Source: an optimization exercise on an open RTL-to-GDS flow (aim: small area, a short achievable clock period and few clock cycles per item). Production flows keep margins and buffers that such runs may drop.
Power is estimated from default activity; no workload was simulated.

## Complex_Multiplier
module Complex_Multiplier (
	input clk,
	input rst,
	input signed  [7:0] Re_in_1,
	input signed  [7:0] Im_in_1,
	input signed  [7:0] Re_in_2,
	input signed  [7:0] Im_in_2,
	input signed  [1:0] data_valid_in,
	output signed [15:0] Re_out,
	output signed [15:0] Im_out,
	output signed [1:0] data_valid_out
);
Settings: LEC_CHECK=0, CAP_MARGIN=20, CORE_MARGIN=2, CORE_UTILIZATION=60, CTS_BUF_LIST=sky130_fd_sc_hd__clkbuf_4 sky130_fd_sc_hd__clkbuf_8, SETUP_SLACK_MARGIN=1.5, SLEW_MARGIN=20, SYNTH_HIERARCHICAL=1; clock period 5.0 ns.
standard.sh (not shown) runs the stock make flow with config.mk's settings and CLKGATE_MAP_FILE= SYNTH_SCRIPT=/design/flow/synth_recipe.tcl, a recipe that flattens the netlist after the stock synthesis.
==> flow/flow/run.sh <==
#!/bin/bash
# The standard ORFS flow (standard.sh) with these changes:
#  - port buffers are sky130_fd_sc_hd__buf_2 cells instead of the default
#    delay buffers;
#  - before floorplanning, combinational cells start at drive strength 1
#    (flow/downsize.tcl); the flow's repair steps upsize where needed;
#  - extra make variables, one per line, from flow/make_args.txt if present.
# Each tool's log stays under orfs/logs/; make's own output goes to run_make.log.
set -euo pipefail
here=$(pwd)
extra=()
if [[ -f flow/make_args.txt ]]; then
  while IFS= read -r line; do
    [[ -n "$line" ]] && extra+=("$line")
  done < flow/make_args.txt
fi
bash standard.sh \
  "BUFFER_PORTS_ARGS=-buffer_cell sky130_fd_sc_hd__buf_2" \
  "PRE_FLOORPLAN_TCL=$here/flow/downsize.tcl" \
  "${extra[@]}" \
  finish > run_make.log 2>&1
==> flow/flow/downsize.tcl <==
# PRE_FLOORPLAN hook: start every combinational cell of the synthesized netlist
# at drive strength 1; the flow's own repair steps upsize cells where timing
# or slew needs it. Flip-flops keep the cell synthesis gave them.
set n_down 0
foreach inst [get_cells *] {
  set ref [get_property $inst ref_name]
  if { [regexp {^(sky130_fd_sc_hd__[a-z0-9]+)_([0-9]+)$} $ref -> base size] } {
    if { $size <= 1 || [string match "*__df*" $base] || [string match "*__conb*" $base] } {
      continue
    }
    set cand [get_lib_cells -quiet */${base}_1]
    if { [llength $cand] > 0 } {
      replace_cell $inst [lindex $cand 0]
      incr n_down
    }
  }
}
puts "downsize.tcl: $n_down cells set to drive strength 1"
==> flow/flow/make_args.txt <==
RECOVER_POWER=100
The baseline finished clean.
Then changed:
- SETUP_SLACK_MARGIN: 1.5 -> 1.2
The changed run produced a clean layout. Critical path depth fell by 4. Setup slack got worse by 0.040 ns. Design area fell by roughly a tenth.
Then changed:
==> flow/flow/run.sh (replaced) <==
#!/bin/bash
# The standard ORFS flow (standard.sh) with two changes:
#  - port buffers are sky130_fd_sc_hd__buf_2 cells instead of the default
#    delay buffers;
#  - before floorplanning, combinational cells start at drive strength 1
#    (flow/downsize.tcl); the flow's repair steps upsize where needed.
# Each tool's log stays under orfs/logs/; make's own output goes to run_make.log.
set -euo pipefail
here=$(pwd)
bash standard.sh \
  "BUFFER_PORTS_ARGS=-buffer_cell sky130_fd_sc_hd__buf_2" \
  "PRE_FLOORPLAN_TCL=$here/flow/downsize.tcl" \
  finish > run_make.log 2>&1
- CORE_UTILIZATION: 60 -> 55
removed: flow/flow/make_args.txt
The changed run completed without violations.
Via count barely changes.
Worst hold slack improves by 0.013 ns.
Synthesized cell count does not change.
Design area grows by 2.7%.
Setup slack gets better by 0.52 ns.
Power climbs by 0.36%.
Routed wire length fell by 1.1%.
Global-route usage is lower by 2.1 points.
Non-clock buffer count went up by 10.
Maximum frequency rises by 14%.
Function was not checked in any run of this note: the RTL went through the layout flow alone.

---

job 1001:
Starting RTL as in the previous note.
==> flow/config.mk <==
export PLATFORM = sky130hd
export DESIGN_NAME = Complex_Multiplier
export DESIGN_NICKNAME = Complex_Multiplier
export VERILOG_FILES = /design/flow/design.v
export SDC_FILE = /design/flow/constraint.sdc
export NUM_CORES = 4
export LEC_CHECK = 0
export CAP_MARGIN = 20
export CORE_MARGIN = 2
export CORE_UTILIZATION = 65
export CTS_BUF_LIST = sky130_fd_sc_hd__clkbuf_4 sky130_fd_sc_hd__clkbuf_8
export SETUP_SLACK_MARGIN = 1.2
export SLEW_MARGIN = 20
export SYNTH_HIERARCHICAL = 1
==> flow/constraint.sdc <==
create_clock -name core_clock -period 5.0 [get_ports {clk}]
set_input_delay 1.0000 -clock core_clock [delete_from_list [all_inputs] [get_ports {clk}]]
set_output_delay 1.0000 -clock core_clock [all_outputs]
set_load 0.01 [all_outputs]
==> flow/flow/run.sh <==
#!/bin/bash
# The standard ORFS flow (standard.sh) with two changes:
#  - port buffers are sky130_fd_sc_hd__buf_2 cells instead of the default
#    delay buffers;
#  - before floorplanning, combinational cells start at drive strength 1
#    (flow/downsize.tcl); the flow's repair steps upsize where needed.
# Each tool's log stays under orfs/logs/; make's own output goes to run_make.log.
set -euo pipefail
here=$(pwd)
bash standard.sh \
  "BUFFER_PORTS_ARGS=-buffer_cell sky130_fd_sc_hd__buf_2" \
  "PRE_FLOORPLAN_TCL=$here/flow/downsize.tcl" \
  finish > run_make.log 2>&1
Scripts as last shown in full above: flow/flow/downsize.tcl
Job 1001: no failed stages, no open violations at the end
## Diff of input files: job 5539 against job 1001
# job 1001
export LEC_CHECK = 0
export CAP_MARGIN = 20
export CORE_MARGIN = 2
export CORE_UTILIZATION = 65
export CTS_BUF_LIST = sky130_fd_sc_hd__clkbuf_4 sky130_fd_sc_hd__clkbuf_8
export SETUP_SLACK_MARGIN = 1.2
export SLEW_MARGIN = 20
export SYNTH_HIERARCHICAL = 1
create_clock -name core_clock -period 5.0 [get_ports {clk}]
# job 5539
export LEC_CHECK = 0
export CAP_MARGIN = 20
export CORE_MARGIN = 2
export CORE_UTILIZATION = 60
export CTS_BUF_LIST = sky130_fd_sc_hd__clkbuf_4 sky130_fd_sc_hd__clkbuf_8
export SETUP_SLACK_MARGIN = 1.35
export SLEW_MARGIN = 20
export SYNTH_HIERARCHICAL = 1
create_clock -name core_clock -period 5.0 [get_ports {clk}]
Findings:
Looking only at met3 capacity usage during global routing, and setting everything else aside, the higher value of job 1001 and job 5539 goes to job 1001.
Where design area is concerned, job 1001 is better than job 5539.
There was hardly any difference in number of placed cells counting well taps between job 1001 and job 5539.
Summary of the comparison: sequential group share of total power is lower in job 5539, relative to job 1001.
[diff] fmax, job 5539 relative to job 1001: improvement
The worst hold slack number comes out lower for job 1001 vs job 5539.
Job 1001 → job 5539: number of ordinary and repair buffers in the finished layout increased 19; cell row count now sits higher; setup slack saw an increase; horizontal extent of the die increased about 4%.
Job 5539 has final cell count above what job 1001 had.
The inputs of job 8458 differ from those of job 5539 as listed below.
# job 5539
export LEC_CHECK = 0
export CAP_MARGIN = 20
export CORE_MARGIN = 2
export CORE_UTILIZATION = 60
export CTS_BUF_LIST = sky130_fd_sc_hd__clkbuf_4 sky130_fd_sc_hd__clkbuf_8
export SETUP_SLACK_MARGIN = 1.35
export SLEW_MARGIN = 20
export SYNTH_HIERARCHICAL = 1
create_clock -name core_clock -period 5.0 [get_ports {clk}]
# job 8458
export LEC_CHECK = 0
export CAP_MARGIN = 20
export CORE_MARGIN = 2
export CORE_UTILIZATION = 60
export CTS_BUF_LIST = sky130_fd_sc_hd__clkbuf_4 sky130_fd_sc_hd__clkbuf_8
export SETUP_SLACK_MARGIN = 1.1
export SLEW_MARGIN = 20
export SYNTH_HIERARCHICAL = 1
create_clock -name core_clock -period 5.0 [get_ports {clk}]
## What came out
Fmax ends up higher on job 5539. Proportion of power drawn by the clock network, job 8458 and job 5539: higher on job 8458. Diff job 8458 and job 5539: clock period minus final worst setup slack higher in job 8458.
> inputs changed (job 8458 -> job 9864)
# job 8458
export LEC_CHECK = 0
export CAP_MARGIN = 20
export CORE_MARGIN = 2
export CORE_UTILIZATION = 60
export CTS_BUF_LIST = sky130_fd_sc_hd__clkbuf_4 sky130_fd_sc_hd__clkbuf_8
export SETUP_SLACK_MARGIN = 1.1
export SLEW_MARGIN = 20
export SYNTH_HIERARCHICAL = 1
create_clock -name core_clock -period 5.0 [get_ports {clk}]
# job 9864
export LEC_CHECK = 0
export CAP_MARGIN = 20
export CORE_MARGIN = 2
export CORE_UTILIZATION = 60
export CTS_BUF_LIST = sky130_fd_sc_hd__clkbuf_4 sky130_fd_sc_hd__clkbuf_8
export SETUP_SLACK_MARGIN = 1.0
export SLEW_MARGIN = 20
export SYNTH_HIERARCHICAL = 1
create_clock -name core_clock -period 5.0 [get_ports {clk}]
## What came out
Job 9864 ran to completion and came out clean on the timing, design-rule and antenna checks. Both conditions hold for job 8458: the flow ran to the end and the final layout passed the timing, design-rule and antenna checks. Cmp job 9864 vs job 8458: share of total power in combinational logic higher in job 9864. The capture point of the critical path comes out re_q1_8 in one run and im_q1_9 in the other, namely in job 8458 and job 9864 respectively. Diff job 9864 and job 8458: final period utilization lower in job 8458. Diff job 8458 -> job 9864: non-clock buffer count decreased by 1.1% relative to the old numbers, post-route cell area decreased by 1.0% relative to the old numbers, final worst hold slack decreased by 3.1 ps relative to the old numbers. Of job 9864 and job 8458, it is job 9864 that has the higher maximum number of pins on one net before global-route repair. Looking at job 9864 and job 8458, the number of standard cells in the layout, taps in and fillers out is a wash. Between job 9864 and job 8458, multi-input gate share of total cell area is higher for job 9864, job 8458 comes in under that. The count of clock-buffer cells in the layout in job 9864 sits 5 below the value recorded for job 8458. The lower first-pass GRT wire length of job 9864 and job 8458 is in job 9864. Summary — sequential share of layout area, job 9864 relative to job 8458: higher, by 0.15 points.
Function was not checked in any run of this note: the RTL went through the layout flow alone.

-- port drivers added, routing unchanged --
No port has a modelled driver above. Below, the same layouts with a new extraction and two added sets of constraints. Step 1 sets driving cells, clkbuf_16 on the clock port and buf_2 on the other inputs (assumed; they add their load-dependent delay and slew). Step 2 adds t to the input delays and takes it off the output delays; t is the mean of the earliest and latest rising clock arrival at the registers after step 1. Input paths then give back, and output paths get back, about the clock's delay inside the block. a / b / c = no drivers / after step 1 / after step 2; a / b = the first two.
| run | shift t [ns] | setup WS [ns] | worst setup path at the end |
|---|---|---|---|
| the first run of note 1 | 0.397 | 0.796 / 0.808 / 0.411 | input to register |
| the second run of note 1 | 0.401 | 0.756 / 0.766 / 0.365 | input to register |
| the third run of note 1 | 0.393 | 1.279 / 1.291 / 0.898 | input to register |
| job 1001 | 0.392 | 1.252 / 1.266 / 0.874 | input to register |
| job 5539 | 0.398 | 1.417 / 1.381 / 1.011 | input to register |
| job 8458 | 0.389 | 1.207 / 1.211 / 0.822 | input to register |
| job 9864 | 0.389 | 1.113 / 1.127 / 0.738 | input to register |
After both steps every run listed still meets setup and hold. The setup slack of job 5539, which loses most, moves by -0.036 ns with the drivers and by -0.406 ns with both steps.
